What follows belongs to an exercise in optimizing a design on an open flow for small area; a production flow would make more cautious choices. In this exercise RTL edits were held to simulation tests only and were not proved equivalent to the original. Power is estimated from default activity; no workload was simulated.

===== flow/flow/abc_map.script =====
strash
&get -n
&st
&dc2
&dch
&nf -p -R 2000
&put
topo

===== flow/flow/run.sh =====
#!/bin/bash
# Standard ORFS layout with three changes:
#  - synthesis maps with an area-oriented ABC script (&nf); all other
#    synthesis passes, flattening and renaming are the standard ones;
#  - CTS uses clkbuf_8 leaf clusters of up to 12 sinks (80 um) and no dummy loads;
#  - port buffers are buf_1 cells.
set -euo pipefail
HERE=$(pwd)
rm -rf "$HERE/myscripts"
cp -r "$FLOW_HOME/scripts" "$HERE/myscripts"
cp "$HERE/flow/abc_map.script" "$HERE/myscripts/abc_speed.script"
cp "$HERE/flow/abc_map.script" "$HERE/myscripts/abc_area.script"
bash standard.sh SCRIPTS_DIR="$HERE/myscripts" synth > "$HERE/synth.log" 2>&1
export CTS_ARGS="-sink_clustering_enable -repair_clock_nets -dont_use_dummy_load -buf_list sky130_fd_sc_hd__clkbuf_8 -sink_clustering_size 12 -sink_clustering_max_diameter 80"
export BUFFER_PORTS_ARGS="-buffer_cell sky130_fd_sc_hd__buf_1"
bash standard.sh finish > "$HERE/layout.log" 2>&1

===== flow/standard.sh =====
#!/bin/bash
# synth_recipe.tcl (not shown) runs the flow's synth.tcl, then flattens the netlist and writes it again
# the make line also repeats each setting of config.mk as NAME=value (left out here)
make -C /OpenROAD-flow-scripts/flow DESIGN_CONFIG=/design/flow/config.mk WORK_HOME=/design/flow/orfs CLKGATE_MAP_FILE= SYNTH_SCRIPT=/design/flow/synth_recipe.tcl "${@:-finish}"

===== flow/design.v =====
module baud_tick_gen(
	input clk, rst,
	output tick);
reg [12:0] acc;
always @(posedge clk) if (rst) acc <= 0; else acc <= acc[11:0] + 13'd2731;
assign tick = acc[12];
endmodule
module uart_rx(
	input clk,
	input rst,
	input rx,
	output reg rx_ready,
	output reg [7:0] rx_data
);
localparam
	IDLE      = 4'b0000,
	BIT_START = 4'b0001,
	BIT0      = 4'b1000,
	BIT7      = 4'b1111,
	BIT_STOP  = 4'b0010;
reg [3:0] rx_state;
wire os_tick;
baud_tick_gen tickgen(.clk(clk), .rst(rst), .tick(os_tick));
reg [1:0] rx_sync;
always @(posedge clk) if(rst) rx_sync <= 2'b11; else if(os_tick) rx_sync <= {rx_sync[0], rx};
reg [1:0] filter_cnt;
reg rx_bit;
always @(posedge clk)
	if(rst) begin
		filter_cnt <= 2'b11;
		rx_bit <= 1'b1;
	end else if(os_tick) begin
		if((rx_sync[1] == 1'b1) && (filter_cnt != 2'b11)) filter_cnt <= filter_cnt + 1'd1;
		if((rx_sync[1] == 1'b0) && (filter_cnt != 2'b00)) filter_cnt <= filter_cnt - 1'd1;
		if(filter_cnt == 2'b11) rx_bit <= 1'b1;
		else
		if(filter_cnt == 2'b00) rx_bit <= 1'b0;
	end
reg [2:0] os_cnt;
always @(posedge clk) if(os_tick) os_cnt <= (rx_state == IDLE) ? 3'd0 : os_cnt + 3'd1;
wire sample_now = os_tick && (os_cnt == 3'd3);
always @(posedge clk)
	if(rst) rx_state <= IDLE; else
	case(rx_state)
		IDLE:      if(~rx_bit) rx_state <= BIT_START;
		BIT_START: if(sample_now) rx_state <= BIT0;
		BIT7:      if(sample_now) rx_state <= BIT_STOP;
		BIT_STOP:  if(sample_now) rx_state <= IDLE;
		default:   if(sample_now) rx_state <= rx_state + 4'd1;  
	endcase
always @(posedge clk) begin
	if(sample_now && rx_state[3]) begin
		rx_data <= {rx_bit, rx_data[7:1]};
	end
end
always @(posedge clk)
	if (rst) rx_ready <= 0;
	else rx_ready <= (sample_now && (rx_state == BIT_STOP) && rx_bit);
endmodule
module uart_tx(
	input clk,
	input rst,
	input tx_start,
	input [7:0] tx_data,
	output tx,
	output tx_busy);
reg [11:0] frame;
reg [3:0] bit_cnt;
assign tx_busy = |frame[11:1];
wire bit_tick = bit_cnt[3] & bit_cnt[2];  
always @(posedge clk)
	if (~tx_busy) bit_cnt <= 0;  
	else bit_cnt <= bit_tick ? 4'd1 : bit_cnt + 4'd1;
always @(posedge clk)
	if (rst)
		frame <= 12'd1;
	else if (~tx_busy) begin
		if (tx_start) frame <= {3'b111, tx_data, 1'b0};
	end else if (bit_tick)
		frame <= {1'b0, frame[11:1]};
assign tx = frame[0];
endmodule
module glitch_and_exi (
	input  CLK,
	input  rst,  
	output TX,
	input RX,
	output LED1,
	output LED2,
	output LED3,
	output LED4,
	output LED5,
	input BTN1,
	input BTN2,
	input BTN3,
	output LEDR_N,
	output LEDG_N,
	input P1A9_in,
	output P1A9_out, P1A9_oe,
	input P1A1, P1A3, P1A4, P1A7, P1A8, P1A2, P1A10,
	input P1B1_in,  
	output P1B1_out, P1B1_oe,  
	output P1B3_oe,  
	input P1B7  
);
	localparam [4:0]  RESET_DURATION = 5'h10;
	localparam [20:0] L_ZERO = 21'h1FFFFF;
	localparam [20:0] L_ONE  = 21'h0FFFFF;
	localparam [20:0] L_D1_0 = 21'h07959C;  
	localparam [20:0] L_D1_1 = 21'h03CACE;  
	localparam [20:0] L_D1_2 = 21'h01E567;  
	localparam [20:0] L_D2   = 21'h01649A;  
	localparam [20:0] L_D0   = 21'h155400;  
	wire [7:0] WIIU_DEBUG_LIVE = {P1A10, P1A9_in, P1A8, P1A7, P1A4, P1A3, P1A2, P1A1};
	reg [7:0] WIIU_DEBUG;
	reg [7:0] LAST_WIIU_DEBUG;
	reg wiiu_tx;
	reg [7:0] wiiu_tx_byte;
	reg wiiu_nrst_read;
	reg last_wiiu_nrst_read;
	reg [7:0] uart_rx_queue;
	reg [7:0] uart_rx_queue_len;
	reg [511:0] hist;
	reg [7:0] hist_len;
	reg perma_stop_reset;
	reg buffer_btn1;
	reg buffer_btn2;
	reg last_buffer_btn1;
	reg last_buffer_btn2;
	reg [1:0] flush;
	wire data_flag = |flush;
	reg [7:0] data_tx;
	wire tx1_start = flush[1] & ~flush[0];
	wire tx1_busy;
	reg reset_trigger;
	reg [4:0] reset_counter;
	reg glitch_log;          
	reg [20:0] bdelay;
	reg [1:0] bphase;        
	reg [1:0] binc;          
	reg exi_clk;
	reg last_exi_clk;
	reg [7:0] exi_clk_cnt;   
	reg is_serial;
	reg [8:0] serial_sr;
	wire serial_full = serial_sr[8];
	wire [7:0] serial_byte = serial_sr[7:0];
	uart_tx utx1 (
		.clk(CLK),
		.rst(rst),
		.tx_start(tx1_start),
		.tx_data(data_tx),
		.tx(TX),
		.tx_busy(tx1_busy)
	);
	wire rx1_ready;
	wire [7:0] rx1_data;
	uart_rx urx1 (
		.clk(CLK),
		.rst(rst),
		.rx(RX),
		.rx_ready(rx1_ready),
		.rx_data(rx1_data)
	);
	wire [20:0] delay_1 = (binc == 2'd0) ? L_D1_0 : (binc == 2'd1) ? L_D1_1 : L_D1_2;
	wire ev = BTN3 || (!wiiu_nrst_read && last_wiiu_nrst_read);
	wire dbg_changed = WIIU_DEBUG != LAST_WIIU_DEBUG;
	wire btn2_rise = buffer_btn2 && !last_buffer_btn2;
	wire btn1_rise = buffer_btn1 && !last_buffer_btn1;
	wire is_8f = (WIIU_DEBUG & 8'hBF) == 8'h8F;
	wire ser_bit = WIIU_DEBUG[7] && !LAST_WIIU_DEBUG[7] && ((WIIU_DEBUG & 8'h3E) == 8'h00);
	wire do_rec  = !rx1_ready && glitch_log && !perma_stop_reset;
	wire br_ser  = !rx1_ready && !do_rec && is_serial && dbg_changed && !ev;
	wire br_nser = !rx1_ready && !do_rec && !is_serial && (dbg_changed || btn2_rise) && !ev;
	wire do_app_ser = br_ser && !ser_bit && is_8f && serial_full;
	wire do_app  = do_app_ser || br_nser;
	wire do_pop  = !rx1_ready && !do_rec && !br_ser && !br_nser && !data_flag && (hist_len != 0);
	wire q_dec = br_ser && !ser_bit && is_8f;
	wire [7:0] app_byte = br_ser ? serial_byte : WIIU_DEBUG;
	wire h_rec  = do_rec & !rst;
	wire h_pop  = do_pop & !rst;
	wire h_keep = !do_rec & !do_pop & !rst;
	wire h_app  = do_app & !rst & (hist_len[7:6] == 2'b00);
	wire [71:0] rec_bytes = {8'h55, 8'haa, 8'h00, exi_clk_cnt, 8'h00, exi_clk_cnt, 8'h00, exi_clk_cnt, 8'h55};
	genvar j;
	generate
		for (j = 0; j < 64; j = j + 1) begin : hb
			wire [7:0] from_rec = (j >= 9) ? hist[8*j-72+7 -: 8] : rec_bytes[8*j+7 -: 8];
			wire [7:0] from_pop = (j < 63) ? hist[8*j+15 -: 8] : 8'h00;
			wire sel = h_app && (hist_len[5:0] == j);
			always @(posedge CLK)
				hist[8*j+7 -: 8] <= ({8{h_rec}} & from_rec) | ({8{h_pop}} & from_pop)
					| ({8{h_keep}} & hist[8*j+7 -: 8]) | ({8{sel}} & app_byte);
		end
	endgenerate
	always @(posedge CLK) begin
		if (rst) begin
			hist_len <= 0;
		end else begin
			hist_len <= hist_len + {{4{do_pop}}, do_rec | do_pop, {2{do_pop}}, do_rec | do_app | do_pop};
		end
	end
	always @(posedge CLK) begin
		if (rst) begin
			WIIU_DEBUG <= 8'hAA;
			LAST_WIIU_DEBUG <= 8'h55;
			wiiu_tx <= 1'b0;
			wiiu_tx_byte <= 8'b0;
			wiiu_nrst_read <= 1'b1;
			last_wiiu_nrst_read <= 1'b1;
			perma_stop_reset <= 0;
			flush <= 2'b00;
			data_tx <= 0;
			reset_trigger <= 0;
			reset_counter <= 0;
			glitch_log <= 0;
			bdelay <= L_ZERO;
			bphase <= 0;
			binc <= 0;
			exi_clk <= 0;
			last_exi_clk <= 0;
			exi_clk_cnt <= 0;
			is_serial <= 0;
			uart_rx_queue <= 0;
			uart_rx_queue_len <= 0;
			buffer_btn1 <= 0;
			buffer_btn2 <= 0;
			last_buffer_btn1 <= 0;
			last_buffer_btn2 <= 0;
			serial_sr <= 9'd1;
		end else begin
			buffer_btn1 <= BTN1;
			last_buffer_btn1 <= buffer_btn1;
			buffer_btn2 <= BTN2;
			last_buffer_btn2 <= buffer_btn2;
			wiiu_nrst_read <= perma_stop_reset ? P1B1_in : 1'b1;
			last_wiiu_nrst_read <= wiiu_nrst_read;
			WIIU_DEBUG <= WIIU_DEBUG_LIVE;
			exi_clk <= P1B7;
			last_exi_clk <= exi_clk;
			glitch_log <= btn1_rise;
			uart_rx_queue_len <= uart_rx_queue_len + {{7{q_dec}}, rx1_ready | q_dec};
			flush[1] <= ~tx1_busy & (flush[1] | flush[0]);
			flush[0] <= ~flush[1] & (flush[0] | do_pop);
			if (rx1_ready) begin
				if (uart_rx_queue_len == 0)
					uart_rx_queue <= uart_rx_queue | rx1_data;
			end
			else if (do_rec) begin
			end
			else if (br_ser) begin
				if (ser_bit) begin
					if (!serial_full) begin
						serial_sr <= {serial_sr[7:0], WIIU_DEBUG[0]};
						wiiu_tx <= wiiu_tx_byte[7];
						wiiu_tx_byte <= {wiiu_tx_byte[6:0], 1'b0};
					end
				end
				else if (is_8f) begin
					wiiu_tx_byte <= uart_rx_queue;
					serial_sr <= 9'd1;
				end
				LAST_WIIU_DEBUG <= WIIU_DEBUG;
				if (WIIU_DEBUG == 8'h25) is_serial <= 0;
				if (btn2_rise) is_serial <= 0;
			end
			else if (br_nser) begin
				LAST_WIIU_DEBUG <= WIIU_DEBUG;
				if (WIIU_DEBUG == 8'h88) begin
					perma_stop_reset <= 1;
					is_serial <= 0;
				end
				else if (WIIU_DEBUG == 8'h8F && LAST_WIIU_DEBUG == 8'h0F) begin
					is_serial <= 1;
				end
				else if (WIIU_DEBUG == 8'hc3
						 || WIIU_DEBUG == 8'hda
						 || WIIU_DEBUG == 8'he1
						 || WIIU_DEBUG == 8'h0d
						 || WIIU_DEBUG == 8'h1d) begin
					perma_stop_reset <= 0;
					is_serial <= 0;
				end
			end
			else if (do_pop) begin
				data_tx <= hist[7:0];
			end
			if (reset_trigger)
				exi_clk_cnt <= 0;
			else if (exi_clk && !last_exi_clk && !exi_clk_cnt[7])
				exi_clk_cnt <= exi_clk_cnt + 1;
			if (btn1_rise) reset_counter <= RESET_DURATION;
			if (ev) begin
				reset_trigger <= 1;
				is_serial <= 0;
				perma_stop_reset <= 0;
			end
			else if (reset_counter != 0) begin
				reset_counter <= reset_counter - 1;
				reset_trigger <= 1;
			end
			else begin
				reset_trigger <= 0;
			end
			if (ev) begin
				bphase <= 2'd1;
				bdelay <= delay_1;
			end
			else if (bdelay == L_ZERO) begin
				bphase <= 2'd1;
				bdelay <= delay_1;
				binc <= (binc == 2'd2) ? 2'd0 : binc + 2'd1;
			end
			else begin
				if (bdelay == L_ONE) begin
					buffer_btn1 <= 1;
					bphase <= 2'd0;
				end
				if (bdelay == L_ONE && bphase == 2'd1)
					bdelay <= L_D2;
				else if (bdelay == L_ONE && bphase == 2'd2)
					bdelay <= L_D0;
				else
					bdelay <= {bdelay[19:0], bdelay[20] ^ bdelay[18]};
				if (bdelay == L_ONE && bphase == 2'd1)
					bphase <= 2'd2;
			end
		end
	end
	assign LEDR_N = ~data_tx[0];
	assign LEDG_N = ~data_tx[1];
	assign {LED1, LED2, LED3, LED4} = WIIU_DEBUG[7:4];
	assign P1B1_out = !(reset_trigger && !perma_stop_reset);
	assign P1B1_oe = !perma_stop_reset;
	assign LED5 = buffer_btn1;
	assign P1A9_out = wiiu_tx;
	assign P1A9_oe = is_serial;
	assign P1B3_oe = !(exi_clk_cnt > 8'h10 && exi_clk_cnt < 8'h80);
endmodule

===== flow/config.mk =====
export PLATFORM = sky130hd
export DESIGN_NAME = glitch_and_exi
export DESIGN_NICKNAME = glitch_and_exi
export VERILOG_FILES = /design/flow/design.v
export SDC_FILE = /design/flow/constraint.sdc
export NUM_CORES = 4
export LEC_CHECK = 0
export CAP_MARGIN = 0
export CELL_PAD_IN_SITES_DETAIL_PLACEMENT = 1
export CELL_PAD_IN_SITES_GLOBAL_PLACEMENT = 2
export CORE_MARGIN = 2
export CORE_UTILIZATION = 30
export PLACE_DENSITY = 0.4
export SLEW_MARGIN = 0

===== flow/constraint.sdc =====
create_clock -name core_clock -period 10.0 [get_ports {CLK}]
set_input_delay 2.0000 -clock core_clock [delete_from_list [all_inputs] [get_ports {CLK}]]
set_output_delay 2.0000 -clock core_clock [all_outputs]
set_load 0.01 [all_outputs]

==> impl_results.md, run 1 <==
* Status: no timing/DRC/antenna violations
* Synth cell types at 46
* Number of max-cap violations at 0
* Max Slew Vio Count at 0
* Postcts setup bufs at 0
* Final worst-path cycle share at 54.4%
* Critical Path Fanout Max at 214
* Setup-failing EPs final at 0
* Placed cell areas at approximately 27000 um2
* P&R area growth vs syn at 11.3%
* Root buffer cell: clkbuf_8
* Nets at approximately 2600
* Router iterations before antenna repair at 12
* FF+latch count, synth at 680
* Largest net degree at the start of global routing at between 200 and 250
* Async SR Flop Fraction at 0%
* Fin. Hold Viols at 0
* CTS tree: yes
* Clock-pin transition on the worst setup and hold timing paths at 0.08 ns
* Cts hold-fix bufs at 0
* Pwr dens at 200 nW/um2
* RSZ-0062 raised after global routing: no
* Register area at 13700 um2
* Initial antenna violation count at 1
* Final instance count without filler cells at between 3000 and 4000
* Buffers on Ports at 28
* Arr. time, crit path at around 6.0 ns
* Post-Route Utilization at 33.7%
* Max Buffers Root-to-Sink at 3
* Gpl congestion at 0.777
* DP HPWL at 71.6 mm
* Routed len/inst at 30.0 um
* Setup TNS at 0 ns
* Most frequent cells in the layout: dfxtp_1, o21ai_0, a222oi_1, nor2_1, nand2_1
* CTS resizes at 0
* Yosys synthesis warning count at 4
* Hold slack at 0.451 ns
* Maximum VDD drop at 0.128 mV
* Vias in the first global route at 22473
* EDFF count, synth at 11
* Most common cell after layout, fill and taps aside: dfxtp_1
* Core area at 83600 um2
* Sequential cell area fraction in the yosys report at 54.3%
* Worst-Margin Slew at 1.18 ns
* Multi-input gate area at approximately 12000 um2
* Initial Util at 30.2%
* Mapped Area at 25300 um2
* Layout cells sized above 1 at under 10%
* Total wire length at 109 mm
* Placed insts at between 3000 and 4000
* Overall die area at 86600 um2
* Finished Cell Area at 28100 um2
* Period minus WS final at approximately 5.4 ns
* Setup CP Type: input port to flop
* Worst-Skew Late Latency at 0.68 ns
* Required time of the critical path at 10.58 ns
* Worst Skew at about 0.047 ns
* CP Capture Type: flop
* Starting DRT DRC Count at 3396
* CTS sink count at 680
* Ys flop type: dfxtp_1
* CTS Buf Count at between 60 and 70
* Min-Delay Path Class: flop to flop
* Fill cells at 9305
* Relative slew slack at 20.8%
* FMAX at 0.184 GHz
* Antenna Violating Nets Remaining at 0
* Syn Inst Count at 2411
* # H-tree levels at 3
* Static Leak at approximately 9 nW
* Synth Net Count at ~2500
* Num rows at 106
* Syn Area/Cell at 10.5 um2
* Post-route DRC at 0
* Die X at between 200 and 300 um
* DR vias/cell at 6.43
* GR Util All Layers at 24.6%
* First-pass GRT wire length at 160 mm
* GR Overflow Total at 0
* Die height at 294 um
* Vias at 23311
* Crit start category: input port
* Io pins at 29
cell type report:
class / count / share of cell area (%)
Sequential cell: 680 / 48.8
Multi-Input combinational cell: 1703 / 41.2
Tap cell: 1080 / 4.80
Clock buffer: 66 / 3.23
Timing Repair Buffer: 67 / 1.61
Inverter: 28 / 0.373
Antenna cell: 2 / 0.0178
path summary, 6_finish.rpt:
path / startpoint / end / slack [ns] / cells after the start
worst max-delay path: BTN3 / hist[412]$_DFF_P_ / 4.56 / 11
worst min-delay path: urx1.tickgen.acc[0]$_SDFF_PP0_ / urx1.tickgen.acc[0]$_SDFF_PP0_ / 0.45 / 1
worst max register to register: WIIU_DEBUG[0]$_SDFF_PP0_ / hist[412]$_DFF_P_ / 5.00 / 11
worst min register to register: urx1.tickgen.acc[0]$_SDFF_PP0_ / urx1.tickgen.acc[0]$_SDFF_PP0_ / 0.45 / 1
synth_stat cells (all sizes together) (10+ instances only):
library cell  number  area, um2
nand2            112        420
nor4              11       68.8
ha                29        363
clkinv            28        105
a22oi             86        646
a211oi            26        195
dfxtp            669      13400
o21ai            492       2460
a222oi           421       4210
o21a              15        113
nor3              42        210
nand3             69        345
o211ai            37        278
and3              12       75.1
mux2i             16        160
nor2b             23        144
or2               10       62.6
edfxtp            11        330
nor2             123        462
a221oi            13        114
a21o              12       90.1
nand2b            13       81.3
a21oi             66        330
logic make-up (layout without fill, tap and decap cells):
family | count (synthesis) | after routing | share of synthesized area [%]
simple gates | 454 | 454 | 8.51
flops | 680 | 680 | 54.3
compound gates | 1190 | 1190 | 34.1
xor+xnor | 12 | 12 | 0.416
mux | 16 | 16 | 0.634
buf+inv | 28 | 161 | 0.416
fa+ha+maj | 31 | 31 | 1.59
other cells | 0 | 2 | 0
state kept, by name, summed over array words and instances (netlist names), 9 cells and up:
register / cells
hist: 512
utx1.frame: 12
urx1.tickgen.acc: 13
bdelay: 21
serial_sr: 9
worst max-delay path: stages:
cell and delay [ns]:
buf_1 0.11, a21oi_1 0.12, buf_4 0.16, nand2_1 0.05, a211oi_1 0.57, or3_1 0.58, nand2_1 0.26, nor2_4 0.77
buf_12 0.63, a222oi_1 0.28, o21ai_0 0.15
power breakdown:
| group | switching [mW] | internal (mW) | total [mW] |
|---|---|---|---|
| Clock | 0.975 | 0.592 | 1.57 |
| Combinational | 0.813 | 0.258 | 1.07 |
| Sequential | 0.148 | 2.84 | 2.98 |
layer usage:
metal | part of all wire, % | routed length (um) | track usage, %
met5 | 0 | 0 | 0
met4 | 3.7 | 4030 | 8.79
met3 | 4.5 | 4930 | 3.00
met2 | 48 | 51800 | 40.9
met1 | 44 | 48100 | 32.8
metrics by stage:
step	power (mW)	setup slack (ns)
5_1_grt	5.93	4.18
3_5_place_dp	4.11	3.85
4_1_cts	5.69	4.58
3_3_place_gp	4.09	3.87
2_1_floorplan	3.65	0.0245
6_report	5.62	4.56
==> inputs of run 2 (changes only) <==
==> flow/flow/run.sh (replaced) <==
#!/bin/bash
# Standard ORFS layout with three changes:
#  - synthesis maps with an area-oriented ABC script (&nf); all other
#    synthesis passes, flattening and renaming are the standard ones;
#  - CTS uses clkbuf_8 leaf clusters of up to 15 sinks (70 um) and no dummy loads;
#  - port buffers are buf_1 cells.
set -euo pipefail
HERE=$(pwd)
rm -rf "$HERE/myscripts"
cp -r "$FLOW_HOME/scripts" "$HERE/myscripts"
cp "$HERE/flow/abc_map.script" "$HERE/myscripts/abc_speed.script"
cp "$HERE/flow/abc_map.script" "$HERE/myscripts/abc_area.script"
bash standard.sh SCRIPTS_DIR="$HERE/myscripts" synth > "$HERE/synth.log" 2>&1
export CTS_ARGS="-sink_clustering_enable -repair_clock_nets -dont_use_dummy_load -buf_list sky130_fd_sc_hd__clkbuf_8 -sink_clustering_size 15 -sink_clustering_max_diameter 70"
export BUFFER_PORTS_ARGS="-buffer_cell sky130_fd_sc_hd__buf_1"
bash standard.sh finish > "$HERE/layout.log" 2>&1
==> run 2 against run 1 <==
  * First-iteration DRC count grew 5.3%
  * Final area is 0.54% lower
  * Power fell by 2.5%
  * Worst hold slack about the same
  * Critical endpoint is now hist[502]$_DFF_P_
  * Clock power decreased by 9%
  * Fmax shrank 1.1%
  * Critical path depth is the same
  * Sequential cell count stayed put
  * Via count shrank 0.38%
  * Final cell count fell by 0.30%
==> impl_results.md, run 2 <==
* Largest registers: hist (512), bdelay (21), urx1.tickgen.acc (13)
* Nets at 2582
* CTS sink count at 680
* Total power at between 5 and 6 mW
* CP Capture Type: flop
* Fill cells at 9310
* Most instantiated cells after synthesis: dfxtp_1, o21ai_0, a222oi_1
* Crit path top cell by count: nand2_1
* Family with the most delay on the worst path: simple AND/OR/NAND/NOR gates
* Worst r2r dst: hist[502]$_DFF_P_
* Hold Path Sink: bdelay[17]$_SDFF_PP1_
* Num rows at 106
* CTS Buf Count at 55
* Worst-Margin Slew at ~1.2 ns
* GR Overflow Total at 0
* Vias at 23223
* FF+latch count, synth at 680
* WHS Path Cells at 2
* RR Startpoint: WIIU_DEBUG[0]$_SDFF_PP0_
* R2R depth at 11
* CTS resizes at 0
* Die height at between 200 and 300 um
* RSZ-0062 raised after global routing: no
* Crit-path cells: buf_1 > a21oi_1 > buf_4 > nand2_1 > a211oi_1 > or3_1 > nand2_1 > nor2_4 > buf_12 > a222oi_1 > o21ai_0
* Largest Register: hist
* Syn Area/Cell at 10.5 um2
* Total wire length at 108 mm
* Fin. Hold Viols at 0
* Place WS at 3.85 ns
* Postcts setup bufs at 0
* Maximum VDD drop at roughly 0.13 mV
* First-pass GRT wire length at 159 mm
* Ys flop type: dfxtp_1
* Synth Net Count at 2458
* Largest net degree at the start of global routing at 215
* Router iterations before antenna repair at 13
* Slowest CP cell: nor2_4
* Placed insts at between 3000 and 4000
* Post-Route Utilization at 33.5%
* Arr. time, crit path at ~6.1 ns
* Clock-pin transition on the worst setup and hold timing paths at 0.10 ns
* Hold slack at 0.451 ns
* Post-route DRC at 0
* R2r setup slk at between 4 and 5 ns
* Synth cell types at 46
* Period minus WS final at 5.50 ns
* Max stage delay on crit path at 0.78 ns
* Setup CP Type: input port to flop
* Mapped Area at between 20000 and 30000 um2
* Vias in the first global route at roughly 22000
* Core area at 83600 um2
* Die X at 294 um
* Root buffer cell: clkbuf_8
* Async SR Flop Fraction at 0%
* Critical Path Fanout Max at 214
* Layout cells sized above 1 at 4.38%
* Leading area contributor after synthesis: dfxtp_1
* Crit start category: input port
* Static Leak at 8.94 nW
* Worst-Skew Late Latency at between 0.7 and 0.8 ns
* Initial Util at 30.2%
* EDFF count, synth at 11
* Required time of the critical path at 10.61 ns
* DR vias/cell at about 6.4
* Count leader, synth: dfxtp_1
* Routed len/inst at 30.0 um
* Placed cell areas at between 20000 and 30000 um2
* Starting DRT DRC Count at 3576
* Number of max-cap violations at 0
* GR Util All Layers at 24.4%
* Most common cell after layout, fill and taps aside: dfxtp_1
* Cts hold-fix bufs at 0
* Yosys synthesis warning count at 4
* Setup-failing EPs final at 0
* Gpl congestion at 0.777
* Max Slew Vio Count at 0
* Worst path bufs/invs at 3
* Top cell type's share of synthesized area at a little over half
* Buffers on Ports at 28
* Max reg flops at 512
* Setup TNS at 0 ns
* Relative slew slack at 16.1%
* Hold Crit Start: bdelay[16]$_SDFF_PP1_
* P&R area growth vs syn at 10.7%
* Finished Cell Area at 28000 um2
* Final worst-path cycle share at 55.0%
* FMAX at 0.182 GHz
* Most frequent cells in the layout: dfxtp_1, o21ai_0, a222oi_1, nor2_1, nand2_1
* DP HPWL at between 70 and 80 mm
* CTS tree: yes
* Final worst setup slack at about 4.5 ns
* Max Buffers Root-to-Sink at 3
* # H-tree levels at 2
* Final instance count without filler cells at 3615
* Sequential cell area fraction in the yosys report at 54.3%
* Io pins at 29
* Min-Delay Path Class: flop to flop
* Syn Inst Count at between 2000 and 2500
* Synth top area cells: dfxtp_1, a222oi_1, o21ai_0
* Antenna Violating Nets Remaining at 0
* Pwr dens at around 200 nW/um2
* Overall die area at between 80000 and 90000 um2
* Status: no timing/DRC/antenna violations
* Worst Skew at 0.0636 ns
* Initial antenna violation count at 1
run 2: tightest hold or removal path, cell delays in order (launching register included):
cell and delay (ns):
dfxtp_1 0.32, nand2_1 0.05, nand2_1 0.04
run 2: how the worst max path moves through the flow:
stage	cells after the start	to	startpoint
finish	11	hist[502]$_DFF_P_	BTN3
global route	11	hist[411]$_DFF_P_	BTN3
CTS	11	hist[412]$_DFF_P_	BTN3
detailed placement	11	hist[412]$_DFF_P_	BTN3
global placement	17	hist_len[7]$_SDFF_PP0_	BTN3
floorplan	8	hist[100]$_DFF_P_	BTN3
run 2: report_power, final:
group          switching (mW)  leakage [nW]  internal [mW]
Combinational           0.815          3.03          0.258
Clock                   0.935         0.395          0.490
Sequential              0.147          5.51           2.84
run 2: cells by family (layout without fill, tap and decap cells):
family                   count (synthesis)  after routing  synth area share, %
AND/OR/NAND/NOR                        454            454                 8.51
buffers and inverters                   28            150                0.416
XOR/XNOR                                12             12                0.416
AO/OA/AOI/OAI                         1190           1190                 34.1
flip-flops                             680            680                 54.3
adder cells (fa/ha/maj)                 31             31                 1.59
other                                    0              2                    0
multiplexers                            16             16                0.634
run 2: routing by layer:
layer / share of wire [%] / routed length (um) / GRT usage (%) / up-vias
met4: 3.0 / 3280 / 7.52 / 0
li1: - / - / - / 10481
met2: 48 / 52000 / 41.1 / 684
met3: 4.9 / 5290 / 2.73 / 131
met1: 44 / 47800 / 32.7 / 11927
met5: 0 / 0 / 0 / -
run 2: area by class of cell:
cell class	count	area [um2]	area share, %
flip-flops and latches	680	13700	49.0
repair buffers	67	452	1.61
diodes	2	5.00	0.0179
well taps	1080	1350	4.83
multi-input cells	1703	11600	41.4
clock buffers	55	757	2.70
inverters	28	105	0.376
==> inputs of run 3 (changes only) <==
==> flow/flow/abc_map.script (replaced) <==
strash
&get -n
&st
&dch
&nf -R 1000
&put
topo
==> run 3 against run 2 <==
  * Critical endpoint is now hist_len[7]$_SDFF_PP0_
  * Final area is 0.18% lower
  * Clock power hardly changed
  * Sequential power hardly changed
  * Fmax is 11% lower
  * Global-route usage hardly changed
  * Final cell count is 0.77% lower
  * Critical path depth is 5 higher
  * Synthesized cell count is 1.2% lower
==> impl_results.md, run 3 <==
* Layout cells sized above 1 at around 4.6%
* Number of max-cap violations at 0
* Vias at 23117
* Register area at 13700 um2
* Count leader, synth: dfxtp_1
* Crit start category: input port
* Synth Net Count at 2428
* FMAX at 0.161 GHz
* Min-Delay Path Class: flop to flop
* Largest Register: hist
* GR Overflow Total at 0
* Finished Cell Area at about 28000 um2
* Synth cell types at between 40 and 50
* Max stage delay on crit path at 0.67 ns
* Max reg flops at 512
* CTS sink count at 680
* First-pass GRT wire length at 160 mm
* Hold slack at 0.411 ns
* Pwr dens at between 150 and 200 nW/um2
* RR Startpoint: wiiu_nrst_read$_SDFF_PP1_
* Largest net degree at the start of global routing at 189
* Initial antenna violation count at 1
* Leading area contributor after synthesis: dfxtp_1
* Root buffer cell: clkbuf_8
* Antenna Violating Nets Remaining at 0
* FF+latch count, synth at between 600 and 700
* Worst-Skew Late Latency at roughly 0.73 ns
* Starting DRT DRC Count at 3689
* Nets at 2555
* Num rows at around 110
* Die height at 294 um
* RSZ-0062 raised after global routing: no
* Final worst-path cycle share at 62.0%
* Initial Util at a little under a third
* Status: no timing/DRC/antenna violations
* Largest registers: hist (512), bdelay (21), urx1.tickgen.acc (13)
* Static Leak at 8.98 nW
* Relative slew slack at 26.5%
* Io pins at 29
* Vias in the first global route at 22686
* Multi-input gate area at ~11000 um2
* Mapped Area at 25200 um2
* Most common cell after layout, fill and taps aside: dfxtp_1
* Overall die area at 86200 um2
* Placed cell areas at 27200 um2
* Die X at 294 um
* # H-tree levels at 2
* Buffers on Ports at 28
* Routed len/inst at 30.2 um
* Max Buffers Root-to-Sink at 3
* Maximum VDD drop at about 0.11 mV
* Max Slew Vio Count at 0
* CTS Buf Count at 56
* Yosys synthesis warning count at 4
* Router iterations before antenna repair at 13
* Post-route DRC at 0
* Top cell type's share of synthesized area at 53.2%
* Setup-failing EPs final at 0
* Sequential cell area fraction in the yosys report at 54.5%
* Postcts setup bufs at 0
* Setup TNS at 0 ns
* CP startpoint: BTN3
* Most instantiated cells after synthesis: dfxtp_1, o21ai_0, a222oi_1
* Fill cells at roughly 9200
* Gpl congestion at 0.791
* P&R area growth vs syn at 11.0%
* Slowest CP cell: nor2_4
* DP HPWL at 70.7 mm
* Setup CP Type: input port to flop
* Synth top area cells: dfxtp_1, a222oi_1, o21ai_0
* Worst Skew at roughly 0.064 ns
* Period minus WS final at slightly above 6 ns
* Clock-pin transition on the worst setup and hold timing paths at approximately 0.10 ns
* Arr. time, crit path at approximately 6.8 ns
* Syn Area/Cell at 10.6 um2
* DR vias/cell at 6.44
* Hold Crit Start: urx1.rx_data[2]$_DFFE_PP_
* Worst path bufs/invs at 2
* Worst-Margin Slew at 1.10 ns
* Cts hold-fix bufs at 0
* Async SR Flop Fraction at 0%
* Crit-path cells: buf_1 > a21oi_1 > nand3_1 > nor2_4 > nor2_1 > nand3_1 > clkinv_1 > ha_1 > a21oi_1 > nand2_1 > a21o_1 > a21o_1 > a21o_1 > a21oi_1 > xor2_1 > nor2_1
* Family with the most delay on the worst path: simple AND/OR/NAND/NOR gates
* Required time of the critical path at 10.59 ns
* GR Util All Layers at 24.4%
* Core area at 83400 um2
* Total wire length at about 110 mm
* Ys flop type: dfxtp_1
* Critical Path Fanout Max at 16
* CTS tree: yes
* Fin. Hold Viols at 0
* CTS resizes at 0
* EDFF count, synth at 11
* CP Capture Type: flop
* Syn Inst Count at 2381
* Most frequent cells in the layout: dfxtp_1, o21ai_0, a222oi_1, nor2_1, nand3_1
==> run 3: changes by cell type after synthesis, sizes merged, moves of 6 or more <==
cell	previous run	this run
nand2	112	55
o21ai	492	529
a222oi	421	456
o211ai	37	2
a22oi	86	54
nor2	123	147
xnor2	7	21
o21a	15	2
xor2	5	11
==> run 3: layout make-up <==
type,instances,share of cell area [%]
repair buffers,69,1.72
clock buffers,56,2.76
flip-flops and latches,680,49.1
diodes,1,0.00896
multi-input cells,1668,41.1
inverters,33,0.443
well taps,1080,4.84
==> run 3: stage by stage <==
step                power, mW  util (%)  std cells  worst slack, ns
floorplan                3.65         -       2381         0.000352
global placement         4.11      32.6       3530             3.15
detailed placement       4.13      32.6       3530             2.98
CTS                      5.58      33.5       3586             3.77
global route             5.80      33.5       3587             3.33
finish                   5.51      33.5       3587             3.80
==> run 3: path summary, 6_finish.rpt <==
kind / end / slack [ns] / cells past startpoint
setup / recovery: hist_len[7]$_SDFF_PP0_ / 3.80 / 16
hold / removal: urx1.rx_data[1]$_DFFE_PP_ / 0.41 / 0
setup reg to reg: hist_len[7]$_SDFF_PP0_ / 4.74 / 16
hold reg to reg: urx1.rx_data[1]$_DFFE_PP_ / 0.41 / 0
==> run 3: cell families after synthesis <==
kind of cell,after synthesis,share of synthesized area (%)
AOI/OAI and AO/OA,1178,33.9
DFF,680,54.5
and+or+nand+nor,410,7.75
buffers and inverters,33,0.492
xor gates and xnor gates,32,1.11
adders and majority gates,31,1.60
muxes,17,0.676
==> run 3: report_power, final <==
part | total [mW] | internal (mW) | switching (mW)
Combinational | 1.07 | 0.285 | 0.787
Clock | 1.44 | 0.498 | 0.943
Sequential | 3.00 | 2.84 | 0.153
==> run 3: metal layers <==
metal	vias to the layer above	global-route usage (%)	wire, um
li1	10403	-	-
met1	11840	32.1	46700
met2	711	41.0	51800
met3	163	2.49	5310
met4	0	9.53	4430
met5	-	0	0
==> inputs of run 4 (changes only) <==
--- a/flow/config.mk
+++ b/flow/config.mk
@@ -11,4 +11,4 @@
 export CORE_MARGIN = 2
 export CORE_UTILIZATION = 30
-export PLACE_DENSITY = 0.4
+export PLACE_DENSITY = 0.5
 export SLEW_MARGIN = 0
==> run 4 against run 3 <==
  * Worst setup slack unchanged
  * Via count unchanged
  * Die area unchanged
  * Area after synthesis unchanged
  * Register-to-register slack about the same
  * Clock skew unchanged
  * Global-route usage unchanged
  * Critical path type unchanged
  * Critical endpoint unchanged
  * Largest cell class unchanged
==> impl_results.md, run 4 <==
* Status: no timing/DRC/antenna violations
* Switching Power at 1.88 mW
* Clock-pin transition on the worst setup and hold timing paths at roughly 0.1 ns
* CTS tree: yes
* Synth Net Count at between 2000 and 2500
* Family with the most delay on the worst path: simple AND/OR/NAND/NOR gates
* Logic gate share of total power at 19.5%
* Worst path bufs/invs at 2
* # H-tree levels at 2
* Starting DRT DRC Count at 3689
* Total wire length at 108 mm
* Slowest CP cell: nor2_4
* Hold Path Sink: urx1.rx_data[1]$_DFFE_PP_
* Synth top area cells: dfxtp_1, a222oi_1, o21ai_0
* Switching share of power at about a third
* Post-Route Utilization at roughly a third
* R2R depth at 16
* First-pass GRT wire length at around 160 mm
* DP HPWL at 70.7 mm
* Setup-failing EPs final at 0
* Number of max-cap violations at 0
* Worst-Skew Late Latency at 0.73 ns
* Synth cell types at between 40 and 50
* Ys flop type: dfxtp_1
* Mapped Area at between 20000 and 30000 um2
* Nets at 2555
* Max Buffers Root-to-Sink at 3
* Largest net degree at the start of global routing at 189
* Required time of the critical path at approximately 11 ns
* P&R area growth vs syn at 11.0%
* Root buffer cell: clkbuf_8
* Die height at roughly 290 um
* Crit-path cells: buf_1 > a21oi_1 > nand3_1 > nor2_4 > nor2_1 > nand3_1 > clkinv_1 > ha_1 > a21oi_1 > nand2_1 > a21o_1 > a21o_1 > a21o_1 > a21oi_1 > xor2_1 > nor2_1
* GR Util All Layers at around 24%
* Postcts setup bufs at 0
* Arr. time, crit path at 6.78 ns
* Gpl congestion at about 0.8
* Yosys synthesis warning count at 4
* Most common cell after layout, fill and taps aside: dfxtp_1
* Post-route DRC at 0
* Worst Skew at between 0.06 and 0.07 ns
* Count leader, synth: dfxtp_1
* Vias in the first global route at 22686
* Worst-Margin Slew at 1.10 ns
* R2r setup slk at 4.74 ns
* Largest Register: hist
* Routed len/inst at 30.2 um
* FF+latch count, synth at 680
* Buffers on Ports at 28
* Part of the power in registers at 54.4%
* Critical Path Fanout Max at 16
* Largest registers: hist (512), bdelay (21), urx1.tickgen.acc (13)
* Setup CP Type: input port to flop
* Pwr dens at about 200 nW/um2
* Crit start category: input port
* Max stage delay on crit path at 0.67 ns
* Cts hold-fix bufs at 0
* WHS Path Cells at 0
* DR vias/cell at 6.44
* Leading area contributor after synthesis: dfxtp_1
* Period minus WS final at 6.20 ns
* RR Startpoint: wiiu_nrst_read$_SDFF_PP1_
* Setup TNS at 0 ns
* Max Slew Vio Count at 0
* CTS sink count at just under 700
* Top cell type's share of synthesized area at 53.2%
* Pint at 3.63 mW
* Initial Util at 30.2%
* Sequential cell area fraction in the yosys report at a little over half
* Min-Delay Path Class: flop to flop
* Overall die area at 86200 um2
* GR Overflow Total at 0
* Fin. Hold Viols at 0
* Syn Area/Cell at 10.6 um2
* Max reg flops at about 510
* FMAX at approximately 0.16 GHz
* Router iterations before antenna repair at 13
* Final worst-path cycle share at 62.0%
* Relative slew slack at 26.5%
* Hold Crit Start: urx1.rx_data[2]$_DFFE_PP_
* Num rows at ~110
* Worst r2r dst: hist_len[7]$_SDFF_PP0_
* Die X at 294 um
* Core area at approximately 83000 um2
* Initial antenna violation count at 1
* Clock power share at 26.2%
* CP Capture Type: flop
* Maximum VDD drop at 0.105 mV
* Layout cells sized above 1 at 4.59%
* Most frequent cells in the layout: dfxtp_1, o21ai_0, a222oi_1, nor2_1, nand3_1
* Syn Inst Count at between 2000 and 2500
* Vias at around 23000
* CP startpoint: BTN3
* Static Leak at approximately 9.0 nW
* CTS resizes at 0
* Io pins at 29
* CTS Buf Count at 56
* Antenna Violating Nets Remaining at 0
* EDFF count, synth at 11
* Most instantiated cells after synthesis: dfxtp_1, o21ai_0, a222oi_1
* RSZ-0062 raised after global routing: no
* Async SR Flop Fraction at 0%
run 4: cell counts after synthesis:
Identical to the previous run, type by type.
run 4: through the flow:
step                      std cells  power, mW  instance area [um2]  hold WS, ns  setup WS [ns]
after floorplan                2381       3.65                25200        0.415       0.000352
after global placement         3530       4.11                27200        0.429           3.15
after detailed placement       3530       4.13                27200        0.440           2.98
after CTS                      3586       5.58                27900        0.397           3.77
after global routing           3587       5.80                27900        0.428           3.33
final                          3587       5.51                27900        0.411           3.80
run 4: metal layers:
metal / share of wire, % / global-route usage (%) / wire, um
met5: 0 / 0 / 0
met4: 4.1 / 9.53 / 4430
met3: 4.9 / 2.49 / 5310
met2: 48 / 41.0 / 51800
met1: 43 / 32.1 / 46700
run 4: area by class of cell:
type,instances,area [um2]
Fill cell,9204,55500
Sequential cell,680,13700
Multi-Input combinational cell,1668,11500
Tap cell,1080,1350
Clock buffer,56,771
Timing Repair Buffer,69,479
Inverter,33,124
Antenna cell,1,2.50
run 4: logic make-up after synthesis:
| group | count (synthesis) | share of synthesized area, % |
|---|---|---|
| AOI/OAI and AO/OA | 1178 | 33.9 |
| DFF | 680 | 54.5 |
| and+or+nand+nor | 410 | 7.75 |
| buffers and inverters | 33 | 0.492 |
| xor gates and xnor gates | 32 | 1.11 |
| adders and majority gates | 31 | 1.60 |
| muxes | 17 | 0.676 |
run 4: worst max path at each step:
| stage | to | slack (ns) | cells after the start |
|---|---|---|---|
| finish | hist_len[7]$_SDFF_PP0_ | 3.80 | 16 |
| global placement | hist_len[7]$_SDFF_PP0_ | 3.15 | 16 |
| CTS | hist_len[7]$_SDFF_PP0_ | 3.77 | 16 |
| global route | hist_len[7]$_SDFF_PP0_ | 3.33 | 16 |
| floorplan | hist[278]$_DFF_P_ | 0.0004 | 9 |
| detailed placement | hist_len[7]$_SDFF_PP0_ | 2.98 | 16 |
run 4: power groups by stage:
stage               logic (mW)  clock network, mW  registers, mW
global route              1.18               1.61           3.01
finish                    1.07               1.44           3.00
floorplan                0.667                  0           2.99
global placement          1.05                  0           3.06
CTS                       1.07               1.51           3.00
detailed placement        1.07                  0           3.06
==> inputs of run 5 (changes only) <==
--- a/flow/config.mk
+++ b/flow/config.mk
@@ -11,4 +11,5 @@
 export CORE_MARGIN = 2
 export CORE_UTILIZATION = 30
-export PLACE_DENSITY = 0.5
+export GPL_TIMING_DRIVEN = 0
+export PLACE_DENSITY = 0.4
 export SLEW_MARGIN = 0
==> run 5 against run 4 <==
  * Largest cell class unchanged
  * Non-clock buffer count grew 29
  * Sequential power about the same
  * Power increased by 1.5%
  * Still clean on timing, DRC and antenna
  * Utilization is 1.2 points higher
==> impl_results.md, run 5 <==
* Placed insts at about 3600
* EDFF count, synth at 11
* Number of max-cap violations at 0
* Uppermost layer routed: met4
* DR vias/cell at 6.39
* Synth top area cells: dfxtp_1, a222oi_1, o21ai_0
* # H-tree levels at 2
* CTS tree: yes
* Num rows at 106
* Yosys synthesis warning count at 4
* FMAX at 0.153 GHz
* Finished Cell Area at 28900 um2
* Leading area contributor after synthesis: dfxtp_1
* Final worst setup slack at about 3.5 ns
* Largest registers: hist (512), bdelay (21), urx1.tickgen.acc (13)
* Routed len/inst at just under 30 um
* Max stage delay on crit path at approximately 0.68 ns
* Relative slew slack at 7.85%
* Initial Util at 30.2%
* Gpl congestion at roughly 0.8
* Die X at 294 um
* Largest Register: hist
* Crit start category: input port
* P&R area growth vs syn at 14.8%
* Met3 WL at 4.74 mm
* CTS sink count at 680
* Post-route DRC at 0
* Vias in the first global route at 22664
* Maximum VDD drop at 0.117 mV
* Antenna Violating Nets Remaining at 0
* First-pass GRT wire length at 156 mm
* Final instance count without filler cells at 3617
* Io pins at 29
* Min-Delay Path Class: flop to flop
* Synth cell types at 45
* Top cell type's share of synthesized area at 53.2%
* Syn Inst Count at 2381
* Cts hold-fix bufs at 0
* Setup CP Type: input port to flop
* Place WS at ~2.5 ns
* Buffers on Ports at 28
* M1 wire length at ~46 mm
* Worst-Skew Late Latency at 0.72 ns
* Most frequent cells in the layout: dfxtp_1, o21ai_0, a222oi_1, nor2_1, nand3_1
* Critical Path Fanout Max at 16
* Clock-pin transition on the worst setup and hold timing paths at 0.11 ns
* Met2 routed WL at 50.5 mm
* Pwr dens at 193 nW/um2
* Status: no timing/DRC/antenna violations
* Period minus WS final at ~6.5 ns
* Required time of the critical path at 10.56 ns
* Total power at 5.59 mW
* Root buffer cell: clkbuf_8
* FF+latch count, synth at 680
* Slowest CP cell: nor2_4
* Core area at 83400 um2
* Arr. time, crit path at roughly 7.1 ns
* Starting DRT DRC Count at between 3000 and 4000
* Mapped Area at 25200 um2
* Initial antenna violation count at 2
* DP HPWL at 74.5 mm
* Router iterations before antenna repair at 11
* Die height at 294 um
* Max reg flops at 512
* Vias at between 20000 and 25000
* RSZ-0062 raised after global routing: no
* Static Leak at 9.36 nW
* Ys flop type: dfxtp_1
* Final worst-path cycle share at 65.4%
* Largest net degree at the start of global routing at 44
* Max Slew Vio Count at 0
* Worst-Margin Slew at 1.38 ns
* GR Util All Layers at roughly a quarter
* Placed cell areas at 28100 um2
* Nets at 2583
* Overall die area at 86200 um2
* Synth Net Count at between 2000 and 2500
* Fin. Hold Viols at 0
* Max Buffers Root-to-Sink at 3
* Setup-failing EPs final at 0
* Total wire length at ~110 mm
* Sequential cell area fraction in the yosys report at 54.5%
* Count leader, synth: dfxtp_1
* R2r setup slk at 4.45 ns
* Syn Area/Cell at 10.6 um2
* GR Overflow Total at 0
* Async SR Flop Fraction at 0%
* CTS Buf Count at 55
* Postcts setup bufs at 0
* CP Capture Type: flop
* Most common cell after layout, fill and taps aside: dfxtp_1
* Layout cells sized above 1 at between 5 and 6%
* Worst Skew at 0.0794 ns
* Most instantiated cells after synthesis: dfxtp_1, o21ai_0, a222oi_1
* CTS resizes at 0
* Crit-path cells: buf_1 > a21oi_1 > nand3_1 > nor2_4 > nor2_1 > nand3_1 > clkinv_1 > ha_1 > a21oi_1 > nand2_1 > a21o_1 > a21o_1 > a21o_1 > a21oi_1 > xor2_1 > nor2_1
-- run 5: changes by cell type in the layout (fill, tap and decap cells not counted) --
cell and delta:
nor3_2 -1, nor4_2 +1, nor3_1 +1, nor4_1 -1, clkbuf_4 -1, buf_2 +1, clkbuf_8 -1, buf_4 -25
buf_16 +12, buf_8 +1, diode_2 +2, buf_12 +41
-- run 5: path summary, 6_finish.rpt --
check / from / to / cells after the start
setup / recovery: BTN3 / hist_len[7]$_SDFF_PP0_ / 16
hold / removal: bdelay[4]$_SDFF_PP1_ / bdelay[5]$_SDFF_PP1_ / 2
setup reg to reg: wiiu_nrst_read$_SDFF_PP1_ / hist_len[7]$_SDFF_PP0_ / 16
hold reg to reg: bdelay[4]$_SDFF_PP1_ / bdelay[5]$_SDFF_PP1_ / 2
-- run 5: kinds of logic (layout without fill, tap and decap cells) --
group                    after synthesis  in the layout  share of synthesized area (%)
multiplexers                          17             17                          0.676
AND/OR/NAND/NOR                      410            410                           7.75
buffers and inverters                 33            186                          0.492
other                                  0              3                              0
AO/OA/AOI/OAI                       1178           1178                           33.9
XOR/XNOR                              32             32                           1.11
flip-flops                           680            680                           54.5
adder cells (fa/ha/maj)               31             31                           1.60
-- run 5: where the power goes --
part	internal [mW]	switching (mW)	total, mW
sequential	2.84	0.153	3.00
combinational	0.376	0.788	1.16
clock	0.490	0.942	1.43
-- run 5: cell type report --
type | count | area (um2)
fillers | 9153 | 54500
flip-flops and latches | 680 | 13700
multi-input cells | 1668 | 11500
repair buffers | 98 | 1460
well taps | 1080 | 1350
clock buffers | 55 | 757
inverters | 33 | 124
diodes | 3 | 7.51
-- run 5: metal layers --
layer | up-vias | global-route usage, %
met1 | 11853 | 31.2
met5 | - | 0
met3 | 136 | 2.28
met4 | 0 | 9.76
li1 | 10471 | -
met2 | 655 | 40.2
-- run 5: through the flow --
step                utilization [%]  setup TNS (ns)  hold slack [ns]
finish                         34.7               0            0.437
global route                   34.7               0            0.472
CTS                            34.6               0            0.443
detailed placement             33.7               0            0.438
global placement               32.0        -6209.54            0.430
floorplan                         -               0            0.415
-- run 5: critical path, delay by kind of cell --
family                     cells  cell delay, ns
xor gates and xnor gates       1            0.16
AOI/OAI and AO/OA              6            1.48
buffers and inverters          2            0.77
adders and majority gates      1            0.54
and+or+nand+nor                6            2.14

afterwards: timing with drivers on the ports:
Ports are ideal in the flow. The routed layouts listed here were re-timed in OpenROAD.
Step 1, drivers: a clkbuf_16 drives CLK and a buf_2 each remaining input, both assumed.
Step 2 adds t to the input delays and takes it off the output delays; t is the mean of the earliest and latest rising clock arrival at the registers after step 1. Input paths then give back, and output paths get back, about the clock's delay inside the block.
Slacks: ideal ports / drivers / drivers and shift; pairs: ideal ports / drivers.
run | t (ns) | setup WS [ns] | worst setup path at the end | cell pins on the clock port's net
run 1 | 0.716 | 4.560 / 4.596 / 3.880 | input to register | 1
run 2 | 0.748 | 4.498 / 4.533 / 3.785 | input to register | 1
run 3 | 0.770 | 3.805 / 3.851 / 3.081 | input to register | 1
run 4 | 0.770 | 3.805 / 3.851 / 3.081 | input to register | 1
run 5 | 0.747 | 3.462 / 3.500 / 2.753 | input to register | 1
After both steps every run listed still meets setup and hold.
